Background: an optimization exercise with open tools, aiming at small area and a short achievable clock period. Do not read the settings as production practice.
No functional check of the RTL was part of any run shown here.
Power figures rest on the tool's default switching activity, not on a simulated workload.

==> flow/design.v, too long to show whole: its modules and the start of the top module <==
// module CannyEdge: 782 lines
module CannyEdge(dAddrRegRow, dAddrRegCol, bWE, bCE, InData, OutData,
	OPMode, bOPEnable, dReadReg, dWriteReg, clk, rst_b);
  // ...
==> flow/run.sh <==
#!/bin/bash
# synth_recipe.tcl (not shown) runs the flow's synth.tcl, then flattens the netlist and writes it again
# the make line also repeats each setting of config.mk as NAME=value (left out here)
make -C /OpenROAD-flow-scripts/flow DESIGN_CONFIG=/design/flow/config.mk WORK_HOME=/design/flow/orfs CLKGATE_MAP_FILE= SYNTH_SCRIPT=/design/flow/synth_recipe.tcl finish
==> flow/config.mk <==
export PLATFORM = sky130hd
export DESIGN_NAME = CannyEdge
export DESIGN_NICKNAME = CannyEdge
export VERILOG_FILES = /design/flow/design.v
export SDC_FILE = /design/flow/constraint.sdc
export NUM_CORES = 4
export LEC_CHECK = 0
export CAP_MARGIN = 20
export CORE_MARGIN = 2
export CORE_UTILIZATION = 55
export PLACE_DENSITY = 0.7
export SETUP_SLACK_MARGIN = 5
export SLEW_MARGIN = 20
==> flow/constraint.sdc <==
create_clock -name core_clock -period 10.0 [get_ports {clk}]
set_input_delay 2.0000 -clock core_clock [delete_from_list [all_inputs] [get_ports {clk}]]
set_output_delay 2.0000 -clock core_clock [all_outputs]
set_load 0.01 [all_outputs]
==> impl_results.md, run 1 <==
* M3 GR Usage at 14.0%
* Cells after Synth at 2,139
* Multi-input logic area at 14,200 µm²
* Run status: timing/DRC/antenna clean
* Multi-input combinational area share at 49.7%
* Commonest cells post-synth: inv_1, fa_1, edfxtp_1
* Hold Path Sink: pd[1]$_DFFE_PP_
* Most frequent cells in the layout: inv_1, fa_1, edfxtp_1, ha_1, and3_1
* Placed Instances at 2,774
* I/O pin count at 38
* Power Sequential at 1.50 mW
* Final setup fails at 0
* Fraction of area in registers at 34.1%
* Final wirelength at ~91 mm
* Flop2flop setup slack at 5250 ps
* Global routing usage on met1 at 50.7%
* Htree depth at 2
* Num tapcells at 607
* Syn_nets at about 2.7k
* # clock sinks at 325
* GPL Wtd Cong at 1.06
* Worst-Skew Late Latency at 570 ps
* Multiplexer area fraction after synthesis at under 10%
* Initial antenna violation count at 3
* DR vias/cell at 6.17
* Top layer reached by signal wires: met5
* Distinct cells, synth at 75
* Clk. pwr at 1.35 mW
* Post-Synth Adder-Cell Area at 34.7%
==> run 2: changes to the inputs <==
--- a/flow/config.mk
+++ b/flow/config.mk
@@ -9,5 +9,4 @@
 export CORE_MARGIN = 2
-export CORE_UTILIZATION = 55
-export PLACE_DENSITY = 0.7
-export SETUP_SLACK_MARGIN = 5
+export CORE_UTILIZATION = 40
+export PLACE_DENSITY = 0.6
 export SLEW_MARGIN = 20
==> run 2 against run 1 <==
Compared with the run above: combinational power about the same; clock skew decreased by 2.0 ps; via count decreased by 1.4%; power increased by 0.94%; critical endpoint is now out_dir[1]$_SDFFCE_PP0P_; largest cell class unchanged.
==> impl_results.md, run 2 <==
* GPL Wtd Cong at 1.03 (-3.1%)
* Total CTS buffers at 38
* Critical Path RT at slightly above 10,000 ps
* Largest cells by area after synthesis: edfxtp_1, fa_1, inv_1
* Run status: timing/DRC/antenna clean
* Crit. End Element: flip-flop
* Largest regs: x (200), gq (53)
* Pin count of the biggest net entering global routing at 87
* # clock sinks at 325 (unchanged)
* Max reg flops at 200
* Per-cell routed wire length at just under 30 µm
* Critical path arrival at about 5400 ps
* Cells after Synth at 2,139 (unchanged)
* Critical Path Source Type: flip-flop
* Number of port buffers at 37
* Hold_buf cts at 0
* # resized after CTS at 0
* Worst-Skew Late Latency at 580 ps (about the same)
* Post-layout nets at 2,736
* Initial antenna violation count at 4 (+1)
* Share of cells above drive strength 1 at under 10%
* Clk_skew at approximately 31 ps
* Vias in the first global route at 18.0k
* Net Sw Power at 0.666 mW
* First-pass GRT wire length at 127 mm
* # DRC at 0
* Top-area cell type share of the netlist area at 37.2%
* Post-DP HPWL at 69.5 mm
* Leak at 12.5 nW
* Layout Cells excl Fill at 3,081
* Crit path kind: flip-flop to flip-flop
* Final wirelength at 88.9 mm (-1.9%)
* Filler Cells Inserted at 5,971
* Count leader, synth: inv_1
* Crit-path max cell delay at ~800 ps
* Top cell type by total area after synthesis: edfxtp_1
* DRT antenna net count at 0
* CTS tree: built
* CP top delay family: compound AO/OA/AOI/OAI gates
* Clock power share at 45.8%
* Final Critical Period at 5140 ps
* CP Buf/Inv Count at 0
* Final hold violation count at 0
* Via count at 17.3k
* Setup_tns at 0 ps
* Max-cap check violation count at 0
* Top reg by flops: x
* Critical path peak fanout at 18
* Core Util, Final at 44.7%
* Core area at 64,500 µm²
* Type of the tightest min-delay check: flip-flop to flip-flop
* Flop2flop setup slack at 4860 ps (-380 ps)
* Final setup fails at 0 (unchanged)
* Synth async-reset ratio at less than 1%
* CP Cell Sequence: xor2_1, ha_1, nand3_1, nor3b_1, xnor2_1, ha_1, ha_1, a21oi_1, nor2b_1, a311oi_1, xnor2_1, ha_1, a21o_1, a211oi_1, nand3b_1, a31oi_1, a22oi_1
* Power Density at approximately 100 nW/µm²
* Diode count at 0
* Top_reg_cell synth: edfxtp_1
* Unrepaired setup endpoints after global routing: false
* Synth Register Bits at 325
* Htree depth at 2 (unchanged)
* DRT Pass-1 Iters at 5
* DIE WIDTH at between 200 and 300 µm
* Pint at 2.35 mW
* Die area at approximately 67,000 µm²
* Synth-to-Final Area Change at 10.3%
* Worst slew pin tran at ~1100 ps
* Maximum clock frequency at 195 MHz
* Clock buffer depth at 3
* Most frequent cells in the layout: inv_1, fa_1, edfxtp_1, ha_1, and3_1
* Share of power burned in registers at 49.6%
* Cell chosen for the clock root: clkbuf_16
* Synthesized area at 26,100 µm²
* Sequential-to-total area share from yosys stat at 37.3%
* Critical-path top delay cell: edfxtp_1
* DR vias/cell at 5.62 (-8.8%)
* Avg Cell Area, Syn at roughly 12 µm²
* FP Rows at 93
* Commonest non-fill, non-tap cell in the layout: inv_1
* Logic pwr share at 4.5%
* Relative slew slack at 24.6%
* Total gr overflow at 0
* Initial core utilization at 40.5%
* Setup Buffers After CTS at 0
* Commonest cells post-synth: inv_1, fa_1, edfxtp_1
* Distinct cells, synth at 75 (unchanged)
* Number of synthesized flops with an enable pin at 323
* Clk slew on worst S/H paths at around 60 ps
* Syn_nets at 2,676 (unchanged)
* Slew Viols, Final at 0
* IR Drop Worst-Case VDD at slightly below 0.09 mV
* Die span in y at 259 µm
* Total GRT Usage at 26.9%
* Fin crit share at 51.4%
* I/O pin count at 38 (unchanged)
* Starting DRT DRC Count at ~2.3k
* Tot Pwr at 3.02 mW
* Placed Instances at 3,014 (+8.7%)
* Ys Warns at 2
* Worst path most repeated cell: ha_1
* Switching fraction of total power at 22.1%
==> run 2: cell count changes in the layout (fill, tap and decap cells not counted), sizes merged <==
cell	delta
clkdlybuf4s50	+1
inv	+2
diode	-1
buf	-16
clkinv	-4
bufinv	+2
==> run 2: cells by family (layout without fill, tap and decap cells) <==
| kind of cell | count (synthesis) | in the layout | synth area share [%] |
|---|---|---|---|
| AOI/OAI and AO/OA | 255 | 255 | 7.02 |
| buffers and inverters | 581 | 668 | 8.46 |
| and+or+nand+nor | 359 | 359 | 7.62 |
| adders and majority gates | 508 | 508 | 34.7 |
| muxes | 23 | 23 | 1.80 |
| xor gates and xnor gates | 88 | 88 | 3.10 |
| DFF | 325 | 325 | 37.3 |
==> run 2: per-layer routing <==
metal,global-route usage [%],share of wire (%),up-vias
li1,-,-,7216
met1,36.5,41,8850
met2,40.1,43,1019
met3,7.66,11,240
met4,12.2,5.5,2
met5,0,0.017,-
==> run 2: through the flow <==
step / instance area, µm² / setup WS [ps] / hold WS [ps]
3_3_place_gp: 27500 / 5020 / 401
5_1_grt: 28800 / 4300 / 426
2_1_floorplan: 26100 / 2090 / 400
3_5_place_dp: 27600 / 4780 / 406
6_report: 28800 / 4860 / 427
4_1_cts: 28800 / 4840 / 423
==> run 2: power by group through the flow <==
stage / clock network, mW / logic (mW) / registers [mW]
detailed placement: 0 / 0.134 / 1.53
finish: 1.38 / 0.136 / 1.50
global route: 1.45 / 0.148 / 1.50
global placement: 0 / 0.132 / 1.53
CTS: 1.41 / 0.135 / 1.50
floorplan: 0 / 0.0748 / 1.53
==> run 2: final cells by class <==
cell class / instances / area [µm²] / area share, %
multi-input combinational: 1233 / 14200 / 49.3
sequential: 325 / 9750 / 33.8
inverter: 536 / 2010 / 6.98
tap: 855 / 1070 / 3.71
clock buffer: 44 / 973 / 3.38
timing repair buffer: 65 / 564 / 1.96
clock inverter: 23 / 245 / 0.851
==> run 2: path summary, 6_finish.rpt <==
| kind | start | end | depth (start not counted) |
|---|---|---|---|
| max in group asynchronous | rst_b | S[1]$_DFFE_PN0P_ | 1 |
| min | y6c[1]$_DFFE_PP_ | pd[1]$_DFFE_PP_ | 0 |
| max reg2reg | Gy[10]$_DFFE_PP_ | out_dir[1]$_SDFFCE_PP0P_ | 17 |
| min in group asynchronous | rst_b | S[0]$_DFFE_PN0P_ | 1 |
| min reg2reg | y6c[1]$_DFFE_PP_ | pd[1]$_DFFE_PP_ | 0 |
| max | Gy[10]$_DFFE_PP_ | out_dir[1]$_SDFFCE_PP0P_ | 17 |

==> port drivers added, routing unchanged <==
Ports are ideal in the flow. The routed layouts listed here were re-timed in OpenROAD.
Step 1 assumes that a clkbuf_16 drives the clock port and a buf_2 every other input.
Step 2 also shifts input and output timing later by t, the mid clock arrival at the registers, as if the neighbouring blocks saw the same clock.
Slacks: ideal / step 1 / step 2; pairs: ideal / step 1.
run	shift t [ns]	setup slack, ns	worst slew at a driven data input, ns
run 1	0.616	5.247 / 5.247 / 4.697	0.08
run 2	0.620	4.863 / 4.863 / 4.835	0.04
After both steps setup and hold are still met in every run listed. For run 1, which loses most, drivers alone change the setup slack by 0.000 ns; drivers and shift together by -0.550 ns.
